Source: an optimization exercise on an open RTL-to-GDS flow (aim: small area). Production flows keep margins and buffers that such runs may drop. In this exercise RTL edits were held to simulation tests only and were not proved equivalent to the original. The clock port is modelled as an ideal driver, which makes a skipped or thinned clock tree look cheaper than it is; a real chip needs a root buffer or a tree.

## main
## card_flip_game_top
module card_flip_game_top (
    input wire clk,            
    input wire reset,          
    input wire up_btn,
    input wire down_btn,
    input wire left_btn,
    input wire right_btn,
    input wire select_btn,
    output wire hsync,
    output wire vsync,
    output wire [3:0] red,
    output wire [3:0] green,
    output wire [3:0] blue,
    output wire [6:0] seg_display,
    output wire [3:0] seg_select,
    output wire uart_tx
);
Settings: LEC_CHECK=0, CAP_MARGIN=20, CORE_MARGIN=2, CORE_UTILIZATION=70, SLEW_MARGIN=20; clock period 10.0 ns.
standard.sh (not shown) runs the stock make flow with config.mk's settings and CLKGATE_MAP_FILE= SYNTH_SCRIPT=/design/flow/synth_recipe.tcl, a recipe that flattens the netlist after the stock synthesis.
==> flow/flow/run.sh <==
#!/bin/bash
# Layout flow: the standard ORFS flow (standard.sh) with
#  - synthesis: synth_recipe.tcl, but abc maps with an area script and no
#    adder cells (same registers, names and cell types);
#  - 1x buffers on the ports, and one tie cell for all constant outputs;
#  - a one-level clock tree: CTS_NBUF clock buffers fed by the clock port,
#    each driving one cluster of registers, built before global placement
#    (flow/gpl_hook.tcl, flow/clock_tree.tcl) and sized after placement
#    (flow/cts_hook.tcl).
# Each tool's output goes to standard_flow.log here (ORFS's own logs are
# under orfs/logs).
set -euo pipefail
F=$PWD/flow
export FLOW_ABC_SCRIPT=$F/area.script
export CTS_NBUF=${CTS_NBUF:-4}
export CTS_MASTER=${CTS_MASTER:-sky130_fd_sc_hd__clkbuf_8}
export CTS_SIZES=${CTS_SIZES:-"sky130_fd_sc_hd__clkbuf_8 sky130_fd_sc_hd__buf_8 sky130_fd_sc_hd__buf_12 sky130_fd_sc_hd__clkbuf_16"}
export CTS_SLEW_NS=${CTS_SLEW_NS:-0.112}
bash standard.sh \
  "SYNTH_SCRIPT=$F/synth_area.tcl" \
  "ADDER_MAP_FILE=" \
  "BUFFER_PORTS_ARGS=-buffer_cell sky130_fd_sc_hd__buf_1" \
  "PRE_GLOBAL_PLACE_TCL=$F/gpl_hook.tcl" \
  "PRE_CTS_TCL=$F/cts_hook.tcl" \
  finish > standard_flow.log 2>&1
==> flow/flow/area.script <==
strash
balance
rewrite
refactor
balance
rewrite
rewrite -z
balance
refactor -z
rewrite -z
balance
&get -n
&st
&dch
&nf -R 1000 -p
&put
mfs3 -a
==> flow/flow/clock_tree.tcl <==
proc manual_clock_tree {nbuf master} {
  set block [ord::get_db_block]
  set clk [$block findNet clk]
  set sinks [$clk getITerms]
  set pts {}
  foreach it $sinks {
    set box [[$it getInst] getBBox]
    lappend pts [list [expr {([$box xMin] + [$box xMax]) / 2}] [expr {([$box yMin] + [$box yMax]) / 2}]]
  }
  set n [llength $pts]
  # k-means, seeded along the sinks sorted by x then y
  set order [lsort -integer -indices [lmap p $pts {expr {[lindex $p 0] * 4 + [lindex $p 1]}}]]
  set cent {}
  for {set k 0} {$k < $nbuf} {incr k} {
    lappend cent [lindex $pts [lindex $order [expr {($k * 2 + 1) * $n / (2 * $nbuf)}]]]
  }
  for {set iter 0} {$iter < 50} {incr iter} {
    set asg {}
    foreach p $pts {
      set best 0; set bd -1
      for {set k 0} {$k < $nbuf} {incr k} {
        set c [lindex $cent $k]
        set d [expr {abs([lindex $p 0] - [lindex $c 0]) + abs([lindex $p 1] - [lindex $c 1])}]
        if {$bd < 0 || $d < $bd} { set bd $d; set best $k }
      }
      lappend asg $best
    }
    set new {}
    for {set k 0} {$k < $nbuf} {incr k} {
      set sx 0; set sy 0; set m 0
      foreach p $pts a $asg { if {$a == $k} { incr sx [lindex $p 0]; incr sy [lindex $p 1]; incr m } }
      if {$m == 0} { lappend new [lindex $cent $k] } else { lappend new [list [expr {$sx / $m}] [expr {$sy / $m}]] }
    }
    set cent $new
  }
  # balance: assign registers to centres nearest first, at most
  # ceil(n / nbuf) per centre, then move each centre to its cluster's middle
  set cap [expr {($n + $nbuf - 1) / $nbuf}]
  set pairs {}
  set i 0
  foreach p $pts {
    for {set k 0} {$k < $nbuf} {incr k} {
      set c [lindex $cent $k]
      lappend pairs [list [expr {abs([lindex $p 0] - [lindex $c 0]) + abs([lindex $p 1] - [lindex $c 1])}] $i $k]
    }
    incr i
  }
  set asg [lrepeat $n -1]
  set fill [lrepeat $nbuf 0]
  foreach pr [lsort -integer -index 0 $pairs] {
    lassign $pr d i k
    if {[lindex $asg $i] >= 0 || [lindex $fill $k] >= $cap} { continue }
    lset asg $i $k
    lset fill $k [expr {[lindex $fill $k] + 1}]
  }
  set new {}
  for {set k 0} {$k < $nbuf} {incr k} {
    set sx 0; set sy 0; set m 0
    foreach p $pts a $asg { if {$a == $k} { incr sx [lindex $p 0]; incr sy [lindex $p 1]; incr m } }
    if {$m == 0} { lappend new [lindex $cent $k] } else { lappend new [list [expr {$sx / $m}] [expr {$sy / $m}]] }
  }
  set cent $new
  set mst [[ord::get_db] findMaster $master]
  for {set k 0} {$k < $nbuf} {incr k} {
    set inst [odb::dbInst_create $block $mst "clkbuf_leaf_$k"]
    set onet [odb::dbNet_create $block "clknet_leaf_$k"]
    $onet setSigType CLOCK
    [$inst findITerm A] connect $clk
    [$inst findITerm X] connect $onet
    set c [lindex $cent $k]
    $inst setLocation [lindex $c 0] [lindex $c 1]
    $inst setPlacementStatus PLACED
    set cnt 0
    foreach it $sinks a $asg {
      if {$a == $k} { $it disconnect; $it connect $onet; incr cnt }
    }
    puts "manual clock tree: $master clkbuf_leaf_$k at $c drives $cnt registers"
  }
}

==> flow/flow/gpl_hook.tcl <==
# PRE_GLOBAL_PLACE hook: merges the tie cells (flow/ties.tcl) and builds the
# clock tree (flow/clock_tree.tcl) right after the ports are buffered, from the positions of the placement that
# skipped the IOs, so global placement pulls each cluster to its buffer.
source [file join [file dirname [info script]] clock_tree.tcl]
source [file join [file dirname [info script]] ties.tcl]
rename buffer_ports orfs_buffer_ports
proc buffer_ports {args} {
  orfs_buffer_ports {*}$args
  merge_tie_cells
  manual_clock_tree $::env(CTS_NBUF) $::env(CTS_MASTER)
}
==> flow/flow/ties.tcl <==
# Merge the tie cells: one conb_1 drives every constant output, its HI pin
# the outputs tied high and its LO pin those tied low.
proc merge_tie_cells {} {
  set block [ord::get_db_block]
  set ties {}
  foreach inst [$block getInsts] {
    if {[[$inst getMaster] getName] eq "sky130_fd_sc_hd__conb_1"} { lappend ties $inst }
  }
  if {[llength $ties] < 2} { return }
  set keep [lindex $ties 0]
  foreach inst [lrange $ties 1 end] {
    foreach pin {HI LO} {
      set net [[$inst findITerm $pin] getNet]
      if {$net eq "NULL"} { continue }
      set knet [[$keep findITerm $pin] getNet]
      [$inst findITerm $pin] disconnect
      if {$knet eq "NULL"} {
        [$keep findITerm $pin] connect $net
        continue
      }
      foreach bt [$net getBTerms] { $bt disconnect; $bt connect $knet }
      foreach it [$net getITerms] { $it disconnect; $it connect $knet }
      odb::dbNet_destroy $net
    }
    odb::dbInst_destroy $inst
  }
  puts "merged [llength $ties] tie cells into [$keep getName]"
}
Other scripts of this flow, unchanged in this note and not shown: flow/flow/cts_hook.tcl, flow/flow/synth_area.tcl
main: flow completed, timing, DRC and antenna clean
Edits applied to the flow inputs when going from main to the feature branch:
diff --git a/flow/flow/run.sh b/flow/flow/run.sh
--- a/flow/flow/run.sh
+++ b/flow/flow/run.sh
@@ -4,3 +4,3 @@
 #    adder cells (same registers, names and cell types);
-#  - 1x buffers on the ports, and one tie cell for all constant outputs;
+#  - 1x buffers on the ports;
 #  - a one-level clock tree: CTS_NBUF clock buffers fed by the clock port,
diff --git a/flow/flow/area.script b/flow/flow/area.script
--- a/flow/flow/area.script
+++ b/flow/flow/area.script
@@ -16,2 +16 @@
 &put
-mfs3 -a
diff --git a/flow/flow/clock_tree.tcl b/flow/flow/clock_tree.tcl
--- a/flow/flow/clock_tree.tcl
+++ b/flow/flow/clock_tree.tcl
@@ -35,29 +35,2 @@
   }
-  # balance: assign registers to centres nearest first, at most
-  # ceil(n / nbuf) per centre, then move each centre to its cluster's middle
-  set cap [expr {($n + $nbuf - 1) / $nbuf}]
-  set pairs {}
-  set i 0
-  foreach p $pts {
-    for {set k 0} {$k < $nbuf} {incr k} {
-      set c [lindex $cent $k]
-      lappend pairs [list [expr {abs([lindex $p 0] - [lindex $c 0]) + abs([lindex $p 1] - [lindex $c 1])}] $i $k]
-    }
-    incr i
-  }
-  set asg [lrepeat $n -1]
-  set fill [lrepeat $nbuf 0]
-  foreach pr [lsort -integer -index 0 $pairs] {
-    lassign $pr d i k
-    if {[lindex $asg $i] >= 0 || [lindex $fill $k] >= $cap} { continue }
-    lset asg $i $k
-    lset fill $k [expr {[lindex $fill $k] + 1}]
-  }
-  set new {}
-  for {set k 0} {$k < $nbuf} {incr k} {
-    set sx 0; set sy 0; set m 0
-    foreach p $pts a $asg { if {$a == $k} { incr sx [lindex $p 0]; incr sy [lindex $p 1]; incr m } }
-    if {$m == 0} { lappend new [lindex $cent $k] } else { lappend new [list [expr {$sx / $m}] [expr {$sy / $m}]] }
-  }
-  set cent $new
   set mst [[ord::get_db] findMaster $master]
==> flow/flow/gpl_hook.tcl <==
# PRE_GLOBAL_PLACE hook: builds the clock tree (flow/clock_tree.tcl) right
# after the ports are buffered, from the positions of the placement that
# skipped the IOs, so global placement pulls each cluster to its buffer.
source [file join [file dirname [info script]] clock_tree.tcl]
rename buffer_ports orfs_buffer_ports
proc buffer_ports {args} {
  orfs_buffer_ports {*}$args
  manual_clock_tree $::env(CTS_NBUF) $::env(CTS_MASTER)
}
removed: flow/flow/ties.tcl
The feature branch ran to completion and came out clean on the timing, DRC and antenna checks. The feature branch gives less fraction of area in registers than main did. Taking main as the reference, in the feature branch hold slack down 0.0039 ns; first-iteration DRC count up 6; area of combinational cells with multiple inputs up about 2%; final cell count without fillers up 2. Re number of top-level design ports: no difference whatsoever between main and the feature branch. The feature branch ends up with higher summed area of non-filler cells in the final layout than main does.
In every run of this note, the design's own scripts or RTL, not TritonCTS, make the clock network.

re-timing with driven ports:
The flow's constraints put no driver on any port. The routed layouts listed below were extracted and timed again, unchanged, in two steps.
Step 1, drivers: a clkbuf_16 drives clk and a buf_2 each remaining input, both assumed.
Step 2 moves the port delays by t, midway between the first and last clock arrival at a register: inputs arrive t later, outputs are due t later. That takes back most of the time a late clock gives input paths.
Three values: no drivers, after step 1, after step 2; two values: the first two.
| run | shift t [ns] | setup WS [ns] | worst setup path at the end |
|---|---|---|---|
| main | 0.205 | 5.903 / 5.847 / 6.052 | register to output |
| the feature branch | 0.200 | 5.869 / 5.811 / 6.010 | register to output |
After both steps setup and hold are still met in every run listed.
